Background: an optimization exercise with open tools, aiming at small area, a short achievable clock period and few clock cycles per item. Do not read the settings as production practice.
For this run, only the layout was checked, not whether the RTL still works.
No activity file was given, so power comes from the tool's default toggle rates.

==> flow/config.mk <==
export PLATFORM = sky130hd
export DESIGN_NAME = MGT_01_mul_unit
export DESIGN_NICKNAME = MGT_01_mul_unit
export VERILOG_FILES = /design/flow/design.v
export SDC_FILE = /design/flow/constraint.sdc
export NUM_CORES = 4
export LEC_CHECK = 0
export CAP_MARGIN = 20
export CORE_MARGIN = 2
export CORE_UTILIZATION = 55
export PLACE_DENSITY = 0.65
export SLEW_MARGIN = 20
export SYNTH_HIERARCHICAL = 1
export SYNTH_MINIMUM_KEEP_SIZE = 0
==> flow/constraint.sdc <==
create_clock -name core_clock -period 10.0 [get_ports {clk_i}]
set_input_delay 2.0000 -clock core_clock [delete_from_list [all_inputs] [get_ports {clk_i}]]
set_output_delay 2.0000 -clock core_clock [all_outputs]
set_load 0.01 [all_outputs]
==> flow/design.v <==
module MGT_01_booth_row
(
  input  logic        one_i, two_i, neg_i,
  input  logic [33:0] y_i,
  output logic [33:0] pp_o
);
  genvar j;
  generate
    for (j = 0; j < 34; j++) begin : g_bit
      if (j == 0) begin : g_lsb
        MGT_01_booth_bit u_bit (.one_i(one_i), .two_i(two_i), .neg_i(neg_i),
                                .y_i(y_i[0]), .ym1_i(1'b0), .pp_o(pp_o[0]));
      end else if (j == 33) begin : g_msb
        MGT_01_booth_bit u_bit (.one_i(one_i), .two_i(two_i), .neg_i(~neg_i),
                                .y_i(y_i[33]), .ym1_i(y_i[32]), .pp_o(pp_o[33]));
      end else begin : g_mid
        MGT_01_booth_bit u_bit (.one_i(one_i), .two_i(two_i), .neg_i(neg_i),
                                .y_i(y_i[j]), .ym1_i(y_i[j-1]), .pp_o(pp_o[j]));
      end
    end
  endgenerate
endmodule
module MGT_01_booth_bit
(
  input  logic one_i, two_i, neg_i, y_i, ym1_i,
  output logic pp_o
);
  assign pp_o = ((one_i & y_i) | (two_i & ym1_i)) ^ neg_i;
endmodule
module MGT_01_fa
(
  input  logic a_i, b_i, c_i,
  output logic s_o, c_o
);
  assign s_o = a_i ^ b_i ^ c_i;
  assign c_o = (a_i & b_i) | (a_i & c_i) | (b_i & c_i);
endmodule
module MGT_01_ha
(
  input  logic a_i, b_i,
  output logic s_o, c_o
);
  assign s_o = a_i ^ b_i;
  assign c_o = a_i & b_i;
endmodule
module MGT_01_mul_unit
(  
  input  logic signed [31:0]       multiplier_i, multiplicand_i,
  input  logic                     clk_i, clk_en_i,                
  input  logic                     rst_n_i,                        
  input  logic [1:0]               operation_i,
  output logic signed [31:0]       result_o,
  output logic                     valid_o
);
  localparam int K = 4;
  logic [31:0]     b_q;       
  logic            bs_q;      
  logic            mul_q;     
  logic            corr_q;    
  logic [2:0]      cnt_q;
  logic            valid_q;
  logic [3:0]       one_q, two_q, neg_q;    
  logic [33:0]     s_q, c_q;  
  logic [7:0]      ls_q, lc_q;   
  logic            cl_q;      
  logic [31:0]     res_q;
  always_ff @(posedge clk_i) begin
    b_q    <= multiplicand_i;
    bs_q   <= (operation_i == 2'b01) & multiplicand_i[31];
    mul_q  <= (operation_i == 2'b00);
    corr_q <= operation_i[1] & operation_i[0] & multiplier_i[31];
  end
  logic [8:0] chunk;
  always_comb
    case (cnt_q[1:0])
      2'd0: chunk = {multiplier_i[7:0], 1'b0};
      2'd1: chunk = {multiplier_i[15:8], multiplier_i[7]};
      2'd2: chunk = {multiplier_i[23:16], multiplier_i[15]};
      2'd3: chunk = {multiplier_i[31:24], multiplier_i[23]};
      default: chunk = '0;
    endcase
  always_ff @(posedge clk_i)
    if (clk_en_i)
      for (int r = 0; r < 4; r++) begin
        neg_q[r] <= chunk[2*r+2];
        one_q[r] <= chunk[2*r+1] ^ chunk[2*r];
        two_q[r] <= chunk[2*r+2] ? ~(chunk[2*r+1] | chunk[2*r]) : (chunk[2*r+1] & chunk[2*r]);
      end
  logic [33:0] y;
  assign y = {bs_q, bs_q, b_q};
  logic [3:0]       neg;
  logic [3:0][33:0] pp;
  assign neg = neg_q;
  genvar gi;
  generate
    for (gi = 0; gi < 4; gi++) begin : g_row
      MGT_01_booth_row u_row (.one_i(one_q[gi]), .two_i(two_q[gi]), .neg_i(neg_q[gi]), .y_i(y), .pp_o(pp[gi]));
    end
  endgenerate
  logic t0_s, t0_c;
  MGT_01_ha u_ha0 (.a_i(c_q[6]), .b_i(s_q[6]), .s_o(t0_s), .c_o(t0_c));
  logic t1_s, t1_c;
  MGT_01_ha u_ha1 (.a_i(c_q[7]), .b_i(s_q[7]), .s_o(t1_s), .c_o(t1_c));
  logic t2_s, t2_c;
  MGT_01_ha u_ha2 (.a_i(c_q[8]), .b_i(s_q[8]), .s_o(t2_s), .c_o(t2_c));
  logic t3_s, t3_c;
  MGT_01_ha u_ha3 (.a_i(c_q[9]), .b_i(s_q[9]), .s_o(t3_s), .c_o(t3_c));
  logic t4_s, t4_c;
  MGT_01_ha u_ha4 (.a_i(c_q[10]), .b_i(s_q[10]), .s_o(t4_s), .c_o(t4_c));
  logic t5_s, t5_c;
  MGT_01_ha u_ha5 (.a_i(c_q[11]), .b_i(s_q[11]), .s_o(t5_s), .c_o(t5_c));
  logic t6_s, t6_c;
  MGT_01_ha u_ha6 (.a_i(c_q[12]), .b_i(s_q[12]), .s_o(t6_s), .c_o(t6_c));
  logic t7_s, t7_c;
  MGT_01_ha u_ha7 (.a_i(c_q[13]), .b_i(s_q[13]), .s_o(t7_s), .c_o(t7_c));
  logic t8_s, t8_c;
  MGT_01_ha u_ha8 (.a_i(c_q[14]), .b_i(s_q[14]), .s_o(t8_s), .c_o(t8_c));
  logic t9_s, t9_c;
  MGT_01_ha u_ha9 (.a_i(c_q[15]), .b_i(s_q[15]), .s_o(t9_s), .c_o(t9_c));
  logic t10_s, t10_c;
  MGT_01_ha u_ha10 (.a_i(c_q[16]), .b_i(s_q[16]), .s_o(t10_s), .c_o(t10_c));
  logic t11_s, t11_c;
  MGT_01_ha u_ha11 (.a_i(c_q[17]), .b_i(s_q[17]), .s_o(t11_s), .c_o(t11_c));
  logic t12_s, t12_c;
  MGT_01_ha u_ha12 (.a_i(c_q[18]), .b_i(s_q[18]), .s_o(t12_s), .c_o(t12_c));
  logic t13_s, t13_c;
  MGT_01_ha u_ha13 (.a_i(c_q[19]), .b_i(s_q[19]), .s_o(t13_s), .c_o(t13_c));
  logic t14_s, t14_c;
  MGT_01_ha u_ha14 (.a_i(c_q[20]), .b_i(s_q[20]), .s_o(t14_s), .c_o(t14_c));
  logic t15_s, t15_c;
  MGT_01_ha u_ha15 (.a_i(c_q[21]), .b_i(s_q[21]), .s_o(t15_s), .c_o(t15_c));
  logic t16_s, t16_c;
  MGT_01_ha u_ha16 (.a_i(c_q[22]), .b_i(s_q[22]), .s_o(t16_s), .c_o(t16_c));
  logic t17_s, t17_c;
  MGT_01_ha u_ha17 (.a_i(c_q[23]), .b_i(s_q[23]), .s_o(t17_s), .c_o(t17_c));
  logic t18_s, t18_c;
  MGT_01_ha u_ha18 (.a_i(c_q[24]), .b_i(s_q[24]), .s_o(t18_s), .c_o(t18_c));
  logic t19_s, t19_c;
  MGT_01_ha u_ha19 (.a_i(c_q[25]), .b_i(s_q[25]), .s_o(t19_s), .c_o(t19_c));
  logic t20_s, t20_c;
  MGT_01_ha u_ha20 (.a_i(c_q[26]), .b_i(s_q[26]), .s_o(t20_s), .c_o(t20_c));
  logic t21_s, t21_c;
  MGT_01_ha u_ha21 (.a_i(c_q[27]), .b_i(s_q[27]), .s_o(t21_s), .c_o(t21_c));
  logic t22_s, t22_c;
  MGT_01_ha u_ha22 (.a_i(c_q[28]), .b_i(s_q[28]), .s_o(t22_s), .c_o(t22_c));
  logic t23_s, t23_c;
  MGT_01_ha u_ha23 (.a_i(c_q[29]), .b_i(s_q[29]), .s_o(t23_s), .c_o(t23_c));
  logic t24_s, t24_c;
  MGT_01_ha u_ha24 (.a_i(c_q[30]), .b_i(s_q[30]), .s_o(t24_s), .c_o(t24_c));
  logic t25_s, t25_c;
  MGT_01_ha u_ha25 (.a_i(c_q[31]), .b_i(s_q[31]), .s_o(t25_s), .c_o(t25_c));
  logic t26_s, t26_c;
  MGT_01_ha u_ha26 (.a_i(c_q[32]), .b_i(s_q[32]), .s_o(t26_s), .c_o(t26_c));
  logic t27_s, t27_c;
  MGT_01_ha u_ha27 (.a_i(c_q[33]), .b_i(s_q[33]), .s_o(t27_s), .c_o(t27_c));
  logic t28_s, t28_c;
  MGT_01_ha u_ha28 (.a_i(c_q[2]), .b_i(s_q[2]), .s_o(t28_s), .c_o(t28_c));
  logic t29_s, t29_c;
  MGT_01_ha u_ha29 (.a_i(c_q[3]), .b_i(s_q[3]), .s_o(t29_s), .c_o(t29_c));
  logic t30_s, t30_c;
  MGT_01_fa u_fa30 (.a_i(c_q[4]), .b_i(s_q[4]), .c_i(neg[2]), .s_o(t30_s), .c_o(t30_c));
  logic t31_s, t31_c;
  MGT_01_ha u_ha31 (.a_i(pp[0][4]), .b_i(pp[1][2]), .s_o(t31_s), .c_o(t31_c));
  logic t32_s, t32_c;
  MGT_01_fa u_fa32 (.a_i(c_q[5]), .b_i(s_q[5]), .c_i(pp[0][5]), .s_o(t32_s), .c_o(t32_c));
  logic t33_s, t33_c;
  MGT_01_ha u_ha33 (.a_i(pp[1][3]), .b_i(pp[2][1]), .s_o(t33_s), .c_o(t33_c));
  logic t34_s, t34_c;
  MGT_01_fa u_fa34 (.a_i(t0_s), .b_i(neg[3]), .c_i(pp[0][6]), .s_o(t34_s), .c_o(t34_c));
  logic t35_s, t35_c;
  MGT_01_fa u_fa35 (.a_i(pp[1][4]), .b_i(pp[2][2]), .c_i(pp[3][0]), .s_o(t35_s), .c_o(t35_c));
  logic t36_s, t36_c;
  MGT_01_fa u_fa36 (.a_i(t0_c), .b_i(t1_s), .c_i(pp[0][7]), .s_o(t36_s), .c_o(t36_c));
  logic t37_s, t37_c;
  MGT_01_fa u_fa37 (.a_i(pp[1][5]), .b_i(pp[2][3]), .c_i(pp[3][1]), .s_o(t37_s), .c_o(t37_c));
  logic t38_s, t38_c;
  MGT_01_fa u_fa38 (.a_i(t1_c), .b_i(t2_s), .c_i(pp[0][8]), .s_o(t38_s), .c_o(t38_c));
  logic t39_s, t39_c;
  MGT_01_fa u_fa39 (.a_i(pp[1][6]), .b_i(pp[2][4]), .c_i(pp[3][2]), .s_o(t39_s), .c_o(t39_c));
  logic t40_s, t40_c;
  MGT_01_fa u_fa40 (.a_i(t2_c), .b_i(t3_s), .c_i(pp[0][9]), .s_o(t40_s), .c_o(t40_c));
  logic t41_s, t41_c;
  MGT_01_fa u_fa41 (.a_i(pp[1][7]), .b_i(pp[2][5]), .c_i(pp[3][3]), .s_o(t41_s), .c_o(t41_c));
  logic t42_s, t42_c;
  MGT_01_fa u_fa42 (.a_i(t3_c), .b_i(t4_s), .c_i(pp[0][10]), .s_o(t42_s), .c_o(t42_c));
  logic t43_s, t43_c;
  MGT_01_fa u_fa43 (.a_i(pp[1][8]), .b_i(pp[2][6]), .c_i(pp[3][4]), .s_o(t43_s), .c_o(t43_c));
  logic t44_s, t44_c;
  MGT_01_fa u_fa44 (.a_i(t4_c), .b_i(t5_s), .c_i(pp[0][11]), .s_o(t44_s), .c_o(t44_c));
  logic t45_s, t45_c;
  MGT_01_fa u_fa45 (.a_i(pp[1][9]), .b_i(pp[2][7]), .c_i(pp[3][5]), .s_o(t45_s), .c_o(t45_c));
  logic t46_s, t46_c;
  MGT_01_fa u_fa46 (.a_i(t5_c), .b_i(t6_s), .c_i(pp[0][12]), .s_o(t46_s), .c_o(t46_c));
  logic t47_s, t47_c;
  MGT_01_fa u_fa47 (.a_i(pp[1][10]), .b_i(pp[2][8]), .c_i(pp[3][6]), .s_o(t47_s), .c_o(t47_c));
  logic t48_s, t48_c;
  MGT_01_fa u_fa48 (.a_i(t6_c), .b_i(t7_s), .c_i(pp[0][13]), .s_o(t48_s), .c_o(t48_c));
  logic t49_s, t49_c;
  MGT_01_fa u_fa49 (.a_i(pp[1][11]), .b_i(pp[2][9]), .c_i(pp[3][7]), .s_o(t49_s), .c_o(t49_c));
  logic t50_s, t50_c;
  MGT_01_fa u_fa50 (.a_i(t7_c), .b_i(t8_s), .c_i(pp[0][14]), .s_o(t50_s), .c_o(t50_c));
  logic t51_s, t51_c;
  MGT_01_fa u_fa51 (.a_i(pp[1][12]), .b_i(pp[2][10]), .c_i(pp[3][8]), .s_o(t51_s), .c_o(t51_c));
  logic t52_s, t52_c;
  MGT_01_fa u_fa52 (.a_i(t8_c), .b_i(t9_s), .c_i(pp[0][15]), .s_o(t52_s), .c_o(t52_c));
  logic t53_s, t53_c;
  MGT_01_fa u_fa53 (.a_i(pp[1][13]), .b_i(pp[2][11]), .c_i(pp[3][9]), .s_o(t53_s), .c_o(t53_c));
  logic t54_s, t54_c;
  MGT_01_fa u_fa54 (.a_i(t9_c), .b_i(t10_s), .c_i(pp[0][16]), .s_o(t54_s), .c_o(t54_c));
  logic t55_s, t55_c;
  MGT_01_fa u_fa55 (.a_i(pp[1][14]), .b_i(pp[2][12]), .c_i(pp[3][10]), .s_o(t55_s), .c_o(t55_c));
  logic t56_s, t56_c;
  MGT_01_fa u_fa56 (.a_i(t10_c), .b_i(t11_s), .c_i(pp[0][17]), .s_o(t56_s), .c_o(t56_c));
  logic t57_s, t57_c;
  MGT_01_fa u_fa57 (.a_i(pp[1][15]), .b_i(pp[2][13]), .c_i(pp[3][11]), .s_o(t57_s), .c_o(t57_c));
  logic t58_s, t58_c;
  MGT_01_fa u_fa58 (.a_i(t11_c), .b_i(t12_s), .c_i(pp[0][18]), .s_o(t58_s), .c_o(t58_c));
  logic t59_s, t59_c;
  MGT_01_fa u_fa59 (.a_i(pp[1][16]), .b_i(pp[2][14]), .c_i(pp[3][12]), .s_o(t59_s), .c_o(t59_c));
  logic t60_s, t60_c;
  MGT_01_fa u_fa60 (.a_i(t12_c), .b_i(t13_s), .c_i(pp[0][19]), .s_o(t60_s), .c_o(t60_c));
  logic t61_s, t61_c;
  MGT_01_fa u_fa61 (.a_i(pp[1][17]), .b_i(pp[2][15]), .c_i(pp[3][13]), .s_o(t61_s), .c_o(t61_c));
  logic t62_s, t62_c;
  MGT_01_fa u_fa62 (.a_i(t13_c), .b_i(t14_s), .c_i(pp[0][20]), .s_o(t62_s), .c_o(t62_c));
  logic t63_s, t63_c;
  MGT_01_fa u_fa63 (.a_i(pp[1][18]), .b_i(pp[2][16]), .c_i(pp[3][14]), .s_o(t63_s), .c_o(t63_c));
  logic t64_s, t64_c;
  MGT_01_fa u_fa64 (.a_i(t14_c), .b_i(t15_s), .c_i(pp[0][21]), .s_o(t64_s), .c_o(t64_c));
  logic t65_s, t65_c;
  MGT_01_fa u_fa65 (.a_i(pp[1][19]), .b_i(pp[2][17]), .c_i(pp[3][15]), .s_o(t65_s), .c_o(t65_c));
  logic t66_s, t66_c;
  MGT_01_fa u_fa66 (.a_i(t15_c), .b_i(t16_s), .c_i(pp[0][22]), .s_o(t66_s), .c_o(t66_c));
  logic t67_s, t67_c;
  MGT_01_fa u_fa67 (.a_i(pp[1][20]), .b_i(pp[2][18]), .c_i(pp[3][16]), .s_o(t67_s), .c_o(t67_c));
  logic t68_s, t68_c;
  MGT_01_fa u_fa68 (.a_i(t16_c), .b_i(t17_s), .c_i(pp[0][23]), .s_o(t68_s), .c_o(t68_c));
  logic t69_s, t69_c;
  MGT_01_fa u_fa69 (.a_i(pp[1][21]), .b_i(pp[2][19]), .c_i(pp[3][17]), .s_o(t69_s), .c_o(t69_c));
  logic t70_s, t70_c;
  MGT_01_fa u_fa70 (.a_i(t17_c), .b_i(t18_s), .c_i(pp[0][24]), .s_o(t70_s), .c_o(t70_c));
  logic t71_s, t71_c;
  MGT_01_fa u_fa71 (.a_i(pp[1][22]), .b_i(pp[2][20]), .c_i(pp[3][18]), .s_o(t71_s), .c_o(t71_c));
  logic t72_s, t72_c;
  MGT_01_fa u_fa72 (.a_i(t18_c), .b_i(t19_s), .c_i(pp[0][25]), .s_o(t72_s), .c_o(t72_c));
  logic t73_s, t73_c;
  MGT_01_fa u_fa73 (.a_i(pp[1][23]), .b_i(pp[2][21]), .c_i(pp[3][19]), .s_o(t73_s), .c_o(t73_c));
  logic t74_s, t74_c;
  MGT_01_fa u_fa74 (.a_i(t19_c), .b_i(t20_s), .c_i(pp[0][26]), .s_o(t74_s), .c_o(t74_c));
  logic t75_s, t75_c;
  MGT_01_fa u_fa75 (.a_i(pp[1][24]), .b_i(pp[2][22]), .c_i(pp[3][20]), .s_o(t75_s), .c_o(t75_c));
  logic t76_s, t76_c;
  MGT_01_fa u_fa76 (.a_i(t20_c), .b_i(t21_s), .c_i(pp[0][27]), .s_o(t76_s), .c_o(t76_c));
  logic t77_s, t77_c;
  MGT_01_fa u_fa77 (.a_i(pp[1][25]), .b_i(pp[2][23]), .c_i(pp[3][21]), .s_o(t77_s), .c_o(t77_c));
  logic t78_s, t78_c;
  MGT_01_fa u_fa78 (.a_i(t21_c), .b_i(t22_s), .c_i(pp[0][28]), .s_o(t78_s), .c_o(t78_c));
  logic t79_s, t79_c;
  MGT_01_fa u_fa79 (.a_i(pp[1][26]), .b_i(pp[2][24]), .c_i(pp[3][22]), .s_o(t79_s), .c_o(t79_c));
  logic t80_s, t80_c;
  MGT_01_fa u_fa80 (.a_i(t22_c), .b_i(t23_s), .c_i(pp[0][29]), .s_o(t80_s), .c_o(t80_c));
  logic t81_s, t81_c;
  MGT_01_fa u_fa81 (.a_i(pp[1][27]), .b_i(pp[2][25]), .c_i(pp[3][23]), .s_o(t81_s), .c_o(t81_c));
  logic t82_s, t82_c;
  MGT_01_fa u_fa82 (.a_i(t23_c), .b_i(t24_s), .c_i(pp[0][30]), .s_o(t82_s), .c_o(t82_c));
  logic t83_s, t83_c;
  MGT_01_fa u_fa83 (.a_i(pp[1][28]), .b_i(pp[2][26]), .c_i(pp[3][24]), .s_o(t83_s), .c_o(t83_c));
  logic t84_s, t84_c;
  MGT_01_fa u_fa84 (.a_i(t24_c), .b_i(t25_s), .c_i(pp[0][31]), .s_o(t84_s), .c_o(t84_c));
  logic t85_s, t85_c;
  MGT_01_fa u_fa85 (.a_i(pp[1][29]), .b_i(pp[2][27]), .c_i(pp[3][25]), .s_o(t85_s), .c_o(t85_c));
  logic t86_s, t86_c;
  MGT_01_fa u_fa86 (.a_i(t25_c), .b_i(t26_s), .c_i(pp[0][32]), .s_o(t86_s), .c_o(t86_c));
  logic t87_s, t87_c;
  MGT_01_fa u_fa87 (.a_i(pp[1][30]), .b_i(pp[2][28]), .c_i(pp[3][26]), .s_o(t87_s), .c_o(t87_c));
  logic t88_s, t88_c;
  MGT_01_fa u_fa88 (.a_i(t26_c), .b_i(t27_s), .c_i(pp[0][33]), .s_o(t88_s), .c_o(t88_c));
  logic t89_s, t89_c;
  MGT_01_fa u_fa89 (.a_i(pp[1][31]), .b_i(pp[2][29]), .c_i(pp[3][27]), .s_o(t89_s), .c_o(t89_c));
  logic t90_s, t90_c;
  assign t90_s = ~(t27_c ^ pp[1][32]);
  assign t90_c = t27_c | pp[1][32];
  logic t91_s, t91_c;
  MGT_01_ha u_ha91 (.a_i(pp[2][30]), .b_i(pp[3][28]), .s_o(t91_s), .c_o(t91_c));
  logic t92_s, t92_c;
  MGT_01_ha u_ha92 (.a_i(pp[1][33]), .b_i(pp[2][31]), .s_o(t92_s), .c_o(t92_c));
  logic t93_s, t93_c;
  MGT_01_ha u_ha93 (.a_i(c_q[0]), .b_i(s_q[0]), .s_o(t93_s), .c_o(t93_c));
  logic t94_s, t94_c;
  MGT_01_ha u_ha94 (.a_i(c_q[1]), .b_i(s_q[1]), .s_o(t94_s), .c_o(t94_c));
  logic t95_s, t95_c;
  MGT_01_fa u_fa95 (.a_i(t28_s), .b_i(neg[1]), .c_i(pp[0][2]), .s_o(t95_s), .c_o(t95_c));
  logic t96_s, t96_c;
  MGT_01_fa u_fa96 (.a_i(t28_c), .b_i(t29_s), .c_i(pp[0][3]), .s_o(t96_s), .c_o(t96_c));
  logic t97_s, t97_c;
  MGT_01_fa u_fa97 (.a_i(t29_c), .b_i(pp[2][0]), .c_i(t30_s), .s_o(t97_s), .c_o(t97_c));
  logic t98_s, t98_c;
  MGT_01_fa u_fa98 (.a_i(t30_c), .b_i(t31_c), .c_i(t33_s), .s_o(t98_s), .c_o(t98_c));
  logic t99_s, t99_c;
  MGT_01_fa u_fa99 (.a_i(t33_c), .b_i(t32_c), .c_i(t34_s), .s_o(t99_s), .c_o(t99_c));
  logic t100_s, t100_c;
  MGT_01_fa u_fa100 (.a_i(t34_c), .b_i(t35_c), .c_i(t36_s), .s_o(t100_s), .c_o(t100_c));
  logic t101_s, t101_c;
  MGT_01_fa u_fa101 (.a_i(t36_c), .b_i(t37_c), .c_i(t38_s), .s_o(t101_s), .c_o(t101_c));
  logic t102_s, t102_c;
  MGT_01_fa u_fa102 (.a_i(t38_c), .b_i(t39_c), .c_i(t40_s), .s_o(t102_s), .c_o(t102_c));
  logic t103_s, t103_c;
  MGT_01_fa u_fa103 (.a_i(t40_c), .b_i(t41_c), .c_i(t42_s), .s_o(t103_s), .c_o(t103_c));
  logic t104_s, t104_c;
  MGT_01_fa u_fa104 (.a_i(t42_c), .b_i(t43_c), .c_i(t44_s), .s_o(t104_s), .c_o(t104_c));
  logic t105_s, t105_c;
  MGT_01_fa u_fa105 (.a_i(t44_c), .b_i(t45_c), .c_i(t46_s), .s_o(t105_s), .c_o(t105_c));
  logic t106_s, t106_c;
  MGT_01_fa u_fa106 (.a_i(t46_c), .b_i(t47_c), .c_i(t48_s), .s_o(t106_s), .c_o(t106_c));
  logic t107_s, t107_c;
  MGT_01_fa u_fa107 (.a_i(t48_c), .b_i(t49_c), .c_i(t50_s), .s_o(t107_s), .c_o(t107_c));
  logic t108_s, t108_c;
  MGT_01_fa u_fa108 (.a_i(t50_c), .b_i(t51_c), .c_i(t52_s), .s_o(t108_s), .c_o(t108_c));
  logic t109_s, t109_c;
  MGT_01_fa u_fa109 (.a_i(t52_c), .b_i(t53_c), .c_i(t54_s), .s_o(t109_s), .c_o(t109_c));
  logic t110_s, t110_c;
  MGT_01_fa u_fa110 (.a_i(t54_c), .b_i(t55_c), .c_i(t56_s), .s_o(t110_s), .c_o(t110_c));
  logic t111_s, t111_c;
  MGT_01_fa u_fa111 (.a_i(t56_c), .b_i(t57_c), .c_i(t58_s), .s_o(t111_s), .c_o(t111_c));
  logic t112_s, t112_c;
  MGT_01_fa u_fa112 (.a_i(t58_c), .b_i(t59_c), .c_i(t60_s), .s_o(t112_s), .c_o(t112_c));
  logic t113_s, t113_c;
  MGT_01_fa u_fa113 (.a_i(t60_c), .b_i(t61_c), .c_i(t62_s), .s_o(t113_s), .c_o(t113_c));
  logic t114_s, t114_c;
  MGT_01_fa u_fa114 (.a_i(t62_c), .b_i(t63_c), .c_i(t64_s), .s_o(t114_s), .c_o(t114_c));
  logic t115_s, t115_c;
  MGT_01_fa u_fa115 (.a_i(t64_c), .b_i(t65_c), .c_i(t66_s), .s_o(t115_s), .c_o(t115_c));
  logic t116_s, t116_c;
  MGT_01_fa u_fa116 (.a_i(t66_c), .b_i(t67_c), .c_i(t68_s), .s_o(t116_s), .c_o(t116_c));
  logic t117_s, t117_c;
  MGT_01_fa u_fa117 (.a_i(t68_c), .b_i(t69_c), .c_i(t70_s), .s_o(t117_s), .c_o(t117_c));
  logic t118_s, t118_c;
  MGT_01_fa u_fa118 (.a_i(t70_c), .b_i(t71_c), .c_i(t72_s), .s_o(t118_s), .c_o(t118_c));
  logic t119_s, t119_c;
  MGT_01_fa u_fa119 (.a_i(t72_c), .b_i(t73_c), .c_i(t74_s), .s_o(t119_s), .c_o(t119_c));
  logic t120_s, t120_c;
  MGT_01_fa u_fa120 (.a_i(t74_c), .b_i(t75_c), .c_i(t76_s), .s_o(t120_s), .c_o(t120_c));
  logic t121_s, t121_c;
  MGT_01_fa u_fa121 (.a_i(t76_c), .b_i(t77_c), .c_i(t78_s), .s_o(t121_s), .c_o(t121_c));
  logic t122_s, t122_c;
  MGT_01_fa u_fa122 (.a_i(t78_c), .b_i(t79_c), .c_i(t80_s), .s_o(t122_s), .c_o(t122_c));
  logic t123_s, t123_c;
  MGT_01_fa u_fa123 (.a_i(t80_c), .b_i(t81_c), .c_i(t82_s), .s_o(t123_s), .c_o(t123_c));
  logic t124_s, t124_c;
  MGT_01_fa u_fa124 (.a_i(t82_c), .b_i(t83_c), .c_i(t84_s), .s_o(t124_s), .c_o(t124_c));
  logic t125_s, t125_c;
  MGT_01_fa u_fa125 (.a_i(t84_c), .b_i(t85_c), .c_i(t86_s), .s_o(t125_s), .c_o(t125_c));
  logic t126_s, t126_c;
  MGT_01_fa u_fa126 (.a_i(t86_c), .b_i(t87_c), .c_i(t88_s), .s_o(t126_s), .c_o(t126_c));
  logic t127_s, t127_c;
  MGT_01_fa u_fa127 (.a_i(t91_s), .b_i(t88_c), .c_i(t89_c), .s_o(t127_s), .c_o(t127_c));
  logic t128_s, t128_c;
  MGT_01_fa u_fa128 (.a_i(pp[3][29]), .b_i(t91_c), .c_i(t92_s), .s_o(t128_s), .c_o(t128_c));
  logic t129_s, t129_c;
  assign t129_s = ~(pp[2][32] ^ pp[3][30]);
  assign t129_c = pp[2][32] | pp[3][30];
  logic t130_s, t130_c;
  MGT_01_ha u_ha130 (.a_i(t93_s), .b_i(neg[0]), .s_o(t130_s), .c_o(t130_c));
  logic t131_s, t131_c;
  MGT_01_fa u_fa131 (.a_i(t93_c), .b_i(t94_s), .c_i(pp[0][1]), .s_o(t131_s), .c_o(t131_c));
  logic t132_s, t132_c;
  MGT_01_fa u_fa132 (.a_i(t94_c), .b_i(pp[1][0]), .c_i(t95_s), .s_o(t132_s), .c_o(t132_c));
  logic t133_s, t133_c;
  MGT_01_fa u_fa133 (.a_i(pp[1][1]), .b_i(t95_c), .c_i(t96_s), .s_o(t133_s), .c_o(t133_c));
  logic t134_s, t134_c;
  MGT_01_fa u_fa134 (.a_i(t31_s), .b_i(t96_c), .c_i(t97_s), .s_o(t134_s), .c_o(t134_c));
  logic t135_s, t135_c;
  MGT_01_fa u_fa135 (.a_i(t97_c), .b_i(t32_s), .c_i(t98_s), .s_o(t135_s), .c_o(t135_c));
  logic t136_s, t136_c;
  MGT_01_fa u_fa136 (.a_i(t35_s), .b_i(t98_c), .c_i(t99_s), .s_o(t136_s), .c_o(t136_c));
  logic t137_s, t137_c;
  MGT_01_fa u_fa137 (.a_i(t37_s), .b_i(t99_c), .c_i(t100_s), .s_o(t137_s), .c_o(t137_c));
  logic t138_s, t138_c;
  MGT_01_fa u_fa138 (.a_i(t39_s), .b_i(t100_c), .c_i(t101_s), .s_o(t138_s), .c_o(t138_c));
  logic t139_s, t139_c;
  MGT_01_fa u_fa139 (.a_i(t41_s), .b_i(t101_c), .c_i(t102_s), .s_o(t139_s), .c_o(t139_c));
  logic t140_s, t140_c;
  MGT_01_fa u_fa140 (.a_i(t43_s), .b_i(t102_c), .c_i(t103_s), .s_o(t140_s), .c_o(t140_c));
  logic t141_s, t141_c;
  MGT_01_fa u_fa141 (.a_i(t45_s), .b_i(t103_c), .c_i(t104_s), .s_o(t141_s), .c_o(t141_c));
  logic t142_s, t142_c;
  MGT_01_fa u_fa142 (.a_i(t47_s), .b_i(t104_c), .c_i(t105_s), .s_o(t142_s), .c_o(t142_c));
  logic t143_s, t143_c;
  MGT_01_fa u_fa143 (.a_i(t49_s), .b_i(t105_c), .c_i(t106_s), .s_o(t143_s), .c_o(t143_c));
  logic t144_s, t144_c;
  MGT_01_fa u_fa144 (.a_i(t51_s), .b_i(t106_c), .c_i(t107_s), .s_o(t144_s), .c_o(t144_c));
  logic t145_s, t145_c;
  MGT_01_fa u_fa145 (.a_i(t53_s), .b_i(t107_c), .c_i(t108_s), .s_o(t145_s), .c_o(t145_c));
  logic t146_s, t146_c;
  MGT_01_fa u_fa146 (.a_i(t55_s), .b_i(t108_c), .c_i(t109_s), .s_o(t146_s), .c_o(t146_c));
  logic t147_s, t147_c;
  MGT_01_fa u_fa147 (.a_i(t57_s), .b_i(t109_c), .c_i(t110_s), .s_o(t147_s), .c_o(t147_c));
  logic t148_s, t148_c;
  MGT_01_fa u_fa148 (.a_i(t59_s), .b_i(t110_c), .c_i(t111_s), .s_o(t148_s), .c_o(t148_c));
  logic t149_s, t149_c;
  MGT_01_fa u_fa149 (.a_i(t61_s), .b_i(t111_c), .c_i(t112_s), .s_o(t149_s), .c_o(t149_c));
  logic t150_s, t150_c;
  MGT_01_fa u_fa150 (.a_i(t63_s), .b_i(t112_c), .c_i(t113_s), .s_o(t150_s), .c_o(t150_c));
  logic t151_s, t151_c;
  MGT_01_fa u_fa151 (.a_i(t65_s), .b_i(t113_c), .c_i(t114_s), .s_o(t151_s), .c_o(t151_c));
  logic t152_s, t152_c;
  MGT_01_fa u_fa152 (.a_i(t67_s), .b_i(t114_c), .c_i(t115_s), .s_o(t152_s), .c_o(t152_c));
  logic t153_s, t153_c;
  MGT_01_fa u_fa153 (.a_i(t69_s), .b_i(t115_c), .c_i(t116_s), .s_o(t153_s), .c_o(t153_c));
  logic t154_s, t154_c;
  MGT_01_fa u_fa154 (.a_i(t71_s), .b_i(t116_c), .c_i(t117_s), .s_o(t154_s), .c_o(t154_c));
  logic t155_s, t155_c;
  MGT_01_fa u_fa155 (.a_i(t73_s), .b_i(t117_c), .c_i(t118_s), .s_o(t155_s), .c_o(t155_c));
  logic t156_s, t156_c;
  MGT_01_fa u_fa156 (.a_i(t75_s), .b_i(t118_c), .c_i(t119_s), .s_o(t156_s), .c_o(t156_c));
  logic t157_s, t157_c;
  MGT_01_fa u_fa157 (.a_i(t77_s), .b_i(t119_c), .c_i(t120_s), .s_o(t157_s), .c_o(t157_c));
  logic t158_s, t158_c;
  MGT_01_fa u_fa158 (.a_i(t79_s), .b_i(t120_c), .c_i(t121_s), .s_o(t158_s), .c_o(t158_c));
  logic t159_s, t159_c;
  MGT_01_fa u_fa159 (.a_i(t81_s), .b_i(t121_c), .c_i(t122_s), .s_o(t159_s), .c_o(t159_c));
  logic t160_s, t160_c;
  MGT_01_fa u_fa160 (.a_i(t83_s), .b_i(t122_c), .c_i(t123_s), .s_o(t160_s), .c_o(t160_c));
  logic t161_s, t161_c;
  MGT_01_fa u_fa161 (.a_i(t85_s), .b_i(t123_c), .c_i(t124_s), .s_o(t161_s), .c_o(t161_c));
  logic t162_s, t162_c;
  MGT_01_fa u_fa162 (.a_i(t87_s), .b_i(t124_c), .c_i(t125_s), .s_o(t162_s), .c_o(t162_c));
  logic t163_s, t163_c;
  MGT_01_fa u_fa163 (.a_i(t89_s), .b_i(t125_c), .c_i(t126_s), .s_o(t163_s), .c_o(t163_c));
  logic t164_s, t164_c;
  MGT_01_fa u_fa164 (.a_i(t90_s), .b_i(t126_c), .c_i(t127_s), .s_o(t164_s), .c_o(t164_c));
  logic t165_s, t165_c;
  MGT_01_fa u_fa165 (.a_i(t90_c), .b_i(t127_c), .c_i(t128_s), .s_o(t165_s), .c_o(t165_c));
  logic t166_s, t166_c;
  MGT_01_fa u_fa166 (.a_i(t92_c), .b_i(t129_s), .c_i(t128_c), .s_o(t166_s), .c_o(t166_c));
  logic t167_s, t167_c;
  MGT_01_fa u_fa167 (.a_i(pp[2][33]), .b_i(pp[3][31]), .c_i(t129_c), .s_o(t167_s), .c_o(t167_c));
  logic t168_s, t168_c;
  assign t168_s = ~pp[3][32];
  assign t168_c = pp[3][32];
  logic [41:0] row_a, row_b;
  assign row_a = {1'b0, 1'b1, pp[3][33], t168_s, t167_s, t166_s, t165_s, t164_s, t163_s, t162_s, t161_s, t160_s, t159_s, t158_s, t157_s, t156_s, t155_s, t154_s, t153_s, t152_s, t151_s, t150_s, t149_s, t148_s, t147_s, t146_s, t145_s, t144_s, t143_s, t142_s, t141_s, t140_s, t139_s, t138_s, t137_s, t136_s, t135_s, t134_s, t133_s, t132_s, t131_s, pp[0][0]};
  assign row_b = {1'b0, 1'b0, t168_c, t167_c, t166_c, t165_c, t164_c, t163_c, t162_c, t161_c, t160_c, t159_c, t158_c, t157_c, t156_c, t155_c, t154_c, t153_c, t152_c, t151_c, t150_c, t149_c, t148_c, t147_c, t146_c, t145_c, t144_c, t143_c, t142_c, t141_c, t140_c, t139_c, t138_c, t137_c, t136_c, t135_c, t134_c, t133_c, t132_c, t131_c, t130_c, t130_s};
  logic [8:0] low;
  assign low = {1'b0, ls_q} + {1'b0, lc_q} + {8'b0, cl_q};
  logic [31:0] hs, hc, hi;
  always_comb
    for (int j = 0; j < 32; j++) begin
      hs[j] = s_q[j] ^ c_q[j] ^ (corr_q & b_q[j]);
      hc[j] = (s_q[j] & c_q[j]) | (s_q[j] & corr_q & b_q[j]) | (c_q[j] & corr_q & b_q[j]);
    end
  assign hi = hs + {hc[30:0], 1'b0} + {31'b0, low[8]};
  logic compute, last;
  assign compute = (cnt_q != 0) & (cnt_q <= K);
  assign last    = (cnt_q == K + 1);
  always_ff @(posedge clk_i) begin
    if (!rst_n_i) begin
      cnt_q   <= '0;
      valid_q <= 1'b0;
    end else if (clk_en_i) begin
      if (valid_q) begin
        cnt_q   <= '0;
        valid_q <= 1'b0;
      end else begin
        cnt_q   <= cnt_q + 1'b1;
        valid_q <= last;
      end
    end
  end
  always_ff @(posedge clk_i) begin
    if (clk_en_i) begin
      if (cnt_q == 0) begin
        s_q  <= 34'(1) << 33;
        c_q  <= '0;
      end else if (compute) begin
        s_q  <= row_a[41:8];
        c_q  <= row_b[41:8];
        ls_q <= row_a[7:0];
        lc_q <= row_b[7:0];
      end
      if (compute | last)
        cl_q <= (cnt_q == 1) ? 1'b0 : low[8];
      if (compute | (last & mul_q))
        res_q <= {low[7:0], res_q[31:8]};
      else if (last)
        res_q <= hi;
    end
  end
  assign result_o = res_q;
  assign valid_o  = valid_q;
endmodule
==> flow/run.sh <==
#!/bin/bash
# synth_recipe.tcl (not shown) runs the flow's synth.tcl, then flattens the netlist and writes it again
# the make line also repeats each setting of config.mk as NAME=value (left out here)
make -C /OpenROAD-flow-scripts/flow DESIGN_CONFIG=/design/flow/config.mk WORK_HOME=/design/flow/orfs CLKGATE_MAP_FILE= SYNTH_SCRIPT=/design/flow/synth_recipe.tcl finish
==> run summary <==
* Result of the run: no timing/DRC/antenna violations
* Final net count at 1722
* Share of the yosys chip area belonging to registers at 30.2%
* Number of levels in the clock H-tree at 4
* Min Clock Period, post-route at 4620 ps
* Setup violators final at 0
* DRT Wirelength at 38700 um
* Sink Count at 166
* Placement Cell Area at 0.0167 mm^2
* Setup total negative slack at 0 ps
* Total power density per cell area at 343 mW/mm^2
* Critical Path AT at 4770 ps
* First-pass DRT Iterations at 7
* Count of flip-flops with a built-in enable after synthesis at 127
* GRT Total Usage at 27.9%
* Period Utilization, post-route at 46.2%
* Setup repair after global routing missed its margin: no
* Global-route wire length before repair at 61100 um
* Number of filler cells placed in the layout at 2205
* Area of combinational cells with multiple inputs at 0.0104 mm^2
* Number of resized instances in the post-cts repair step at 0
* Post-synthesis sequential element count at 166
* Total CTS buffers at 17
* Max cap viols at 0
* TritonCTS clock tree: built
* Maximum achievable frequency at 216 MHz
* Primary FF master, synth: sky130_fd_sc_hd__edfxtp_1
* Leading cell type in the layout, fill and taps excluded: sky130_fd_sc_hd__xnor2_1
* DRC Markers at 0
* Die outline area at 0.0290 mm^2
* Cell at the root of the clock tree: sky130_fd_sc_hd__clkbuf_16
* Via/cell ratio at 6.03
* GRT overflow at 0
* Initial core utilization at 56.3%
* Clock Pin Slew Worst Setup and Hold Paths at 80 ps
* Unique masters post-synth at 63
* Yosys Warn Count at 7
* Final worst clock skew at 19.1 ps
* Vias in the first global route at 10745
* Worst slew slack as a fraction of its limit at 30.7%
* Num rows at 60
* Maximum fanout along the worst path at 3
* Die span in x at 170 um
* Cell count after synthesis at 1293
* Clock latency on the worst-skew pair at 440 ps
* Iteration-0 DRC Markers at 826
* Mapped Area at 0.0152 mm^2
* Count of port buffers added during placement at 101
* WP data required at 10150 ps
* Routed wirelength normalized by instance count at 22.1 um
* CP Capture Type: register
* Syn_area_per_cell at 11.8 um^2
* Share of final-layout standard cells stronger than drive strength 1 at 14.9%
* Routed Antenna Nets at 0
* Register area at 0.00459 mm^2
* Routability congestion estimate from global placement at 0.852
* Worst-case setup slack after placement at 5440 ps
* Vias post-DR at 10567
* Worst ir drop on vdd at 0.146 mV
* Transition time of the tightest slew-check pin at 1040 ps
* Maximum buffer depth of the clock tree at 2
* Area inside the core boundary at 0.0270 mm^2
* Path category of the worst min-delay check: register to register
* DIE HEIGHT at 170 um
* Most frequent cells in the layout: 182 x sky130_fd_sc_hd__xnor2_1, 136 x sky130_fd_sc_hd__a22oi_2, 132 x sky130_fd_sc_hd__fa_1
* Share of flip-flops with an asynchronous set or reset after synthesis at 0%
* Max-slew violation total from the final report at 0
* Total of hold buffers inserted after clock tree synthesis at 0
* Detailed Place HPWL at 28700 um
* Critical path class: register to register
* Area Overhead vs Synth at 13.6%
* Leakage at 6.41 nW
* Pin count of the biggest net entering global routing at 67
* Diode insertion count for antenna repair at 0
* Final non-filler cell area at 0.0173 mm^2
* Final worst-path setup slack at 5380 ps
* Final Hold Fails at 0
* Post-CTS Setup Repair Bufs at 0
* Startpoint type of the worst setup path: register
* Count of boundary I/O pins at 102
* Initial antenna violation count at 0
synthesized netlist by cell type (all sizes together) (7+ instances only):
library cell  count  area [um^2]
edfxtp          127         3810
ha              122         1530
nand3             9         50.1
nand2            92          345
o21ai            45          236
a21o             12         90.1
inv              39          146
o21a              8         61.3
mux2              8         90.1
nor3              7         35.0
dfxtp            39          781
clkbuf           26         98.8
fa              132         2640
nand4            10         62.6
buf               7         40.0
nor2b            70          438
a22oi           142         1750
xor2             17          149
a21oi            39          206
nor2             52          195
xnor2           182         1590
o21bai           37          278
per-module statistics from Yosys, one instance, submodules excluded:
| module | times used | area [um^2] |
|---|---|---|
| MGT_01_mul_unit | 1 | 9240 |
| MGT_01_booth_bit | 136 | 21.3 |
| MGT_01_fa | 129 | 20.0 |
| MGT_01_ha | 37 | 12.5 |
| MGT_01_booth_row | 4 | 7.51 |
final timing paths:
path              startpoint         to  slack, ps  depth (start not counted)
hold / removal     res_q[19]  res_q[11]        550                          2
hold reg to reg    res_q[19]  res_q[11]        550                          2
setup reg to reg     lc_q[0]  res_q[18]       5380                         22
setup / recovery     lc_q[0]  res_q[18]       5380                         22
per-stage QoR:
stage | power (mW) | utilization, % | std cells | hold slack, ps
4_1_cts | 5.92 | 63.8 | 1752 | 552
5_1_grt | 6.46 | 63.9 | 1753 | 599
2_1_floorplan | 4.07 | - | 1294 | 589
3_5_place_dp | 5.21 | 61.6 | 1720 | 535
3_3_place_gp | 5.15 | 61.6 | 1720 | 539
6_report | 5.92 | 63.9 | 1753 | 551
sequential cells by signal, indices dropped and copies added (netlist names):
name and count:
cnt_q 3, b_q 32, neg_q 4, two_q 4
res_q 32, one_q 4, ls_q 8, s_q 34
mul_q 1, c_q 32, corr_q 1, bs_q 1
valid_q 1, cl_q 1, lc_q 8
layout make-up:
| cell class | instances | share of cell area, % |
|---|---|---|
| clock buffer | 19 | 2.51 |
| inverter | 39 | 0.848 |
| tap | 341 | 2.47 |
| sequential | 166 | 26.6 |
| multi-input combinational | 1056 | 59.9 |
| clock inverter | 13 | 0.956 |
| timing repair buffer | 119 | 6.68 |
logic make-up after synthesis:
family / Yosys count / share of synthesized area (%)
AOI/OAI and AO/OA: 321 / 19.6
DFF: 166 / 30.2
other: 5 / 0.123
muxes: 12 / 0.856
and+or+nand+nor: 264 / 8.48
xor gates and xnor gates: 199 / 11.5
buffers and inverters: 72 / 1.88
adders and majority gates: 254 / 27.4
worst max-delay path, cell delays in order (launching register included):
cell	delay [ps]
sky130_fd_sc_hd__edfxtp_1	370
sky130_fd_sc_hd__inv_1	80
sky130_fd_sc_hd__fa_1	160
sky130_fd_sc_hd__inv_1	60
sky130_fd_sc_hd__fa_1	390
sky130_fd_sc_hd__a21o_1	190
sky130_fd_sc_hd__a21oi_1	220
sky130_fd_sc_hd__o21bai_1	90
sky130_fd_sc_hd__a21oi_1	230
sky130_fd_sc_hd__nor2b_1	70
sky130_fd_sc_hd__o21ai_0	250
sky130_fd_sc_hd__nand2_1	110
sky130_fd_sc_hd__ha_1	240
sky130_fd_sc_hd__inv_1	70
sky130_fd_sc_hd__fa_1	190
sky130_fd_sc_hd__and2b_1	200
sky130_fd_sc_hd__o211ai_1	240
sky130_fd_sc_hd__a21oi_1	180
sky130_fd_sc_hd__nor2_1	270
sky130_fd_sc_hd__o21bai_1	200
sky130_fd_sc_hd__a211oi_1	280
sky130_fd_sc_hd__xor2_1	160
sky130_fd_sc_hd__o21ai_0	80
routing by layer:
metal / vias up / global-route usage, % / routed length, um
met5: - / 0 / 0
met4: 0 / 7.73 / 718
met3: 53 / 3.74 / 1970
met2: 331 / 45.4 / 18400
met1: 5326 / 39.3 / 17700
li1: 4857 / - / -
where the power goes:
part | leakage (nW) | switching (mW) | internal, mW
clock | 0.281 | 0.321 | 0.378
sequential | 1.57 | 0.175 | 1.09
combinational | 4.56 | 2.10 | 1.85

## afterwards: timing with drivers on the ports
The results above use ideal ports. As a check the final layout listed here was re-extracted and re-timed, cells and wires unchanged. Step 1 (the two cells are an assumption about what drives the block):
set clk [get_ports {clk_i}]
set_driving_cell -lib_cell sky130_fd_sc_hd__clkbuf_16 $clk
set_driving_cell -lib_cell sky130_fd_sc_hd__buf_2 [delete_from_list [all_inputs] $clk]
Step 2 times the ports against the registers' clock, not the clock port: input delays grow and output delays shrink by t, the midpoint of the rising clock arrivals with the driver on. a / b / c = ideal ports / drivers / drivers and shift; a / b = the first two.
t, ns: 0.480
setup WS [ns]: 5.381 / 5.381 / 5.381
hold slack, ns: 0.551 / 0.551 / 0.551
After both steps setup and hold are still met in this run. The setup slack of this run moves by 0.000 ns with the drivers and by 0.000 ns with both steps.
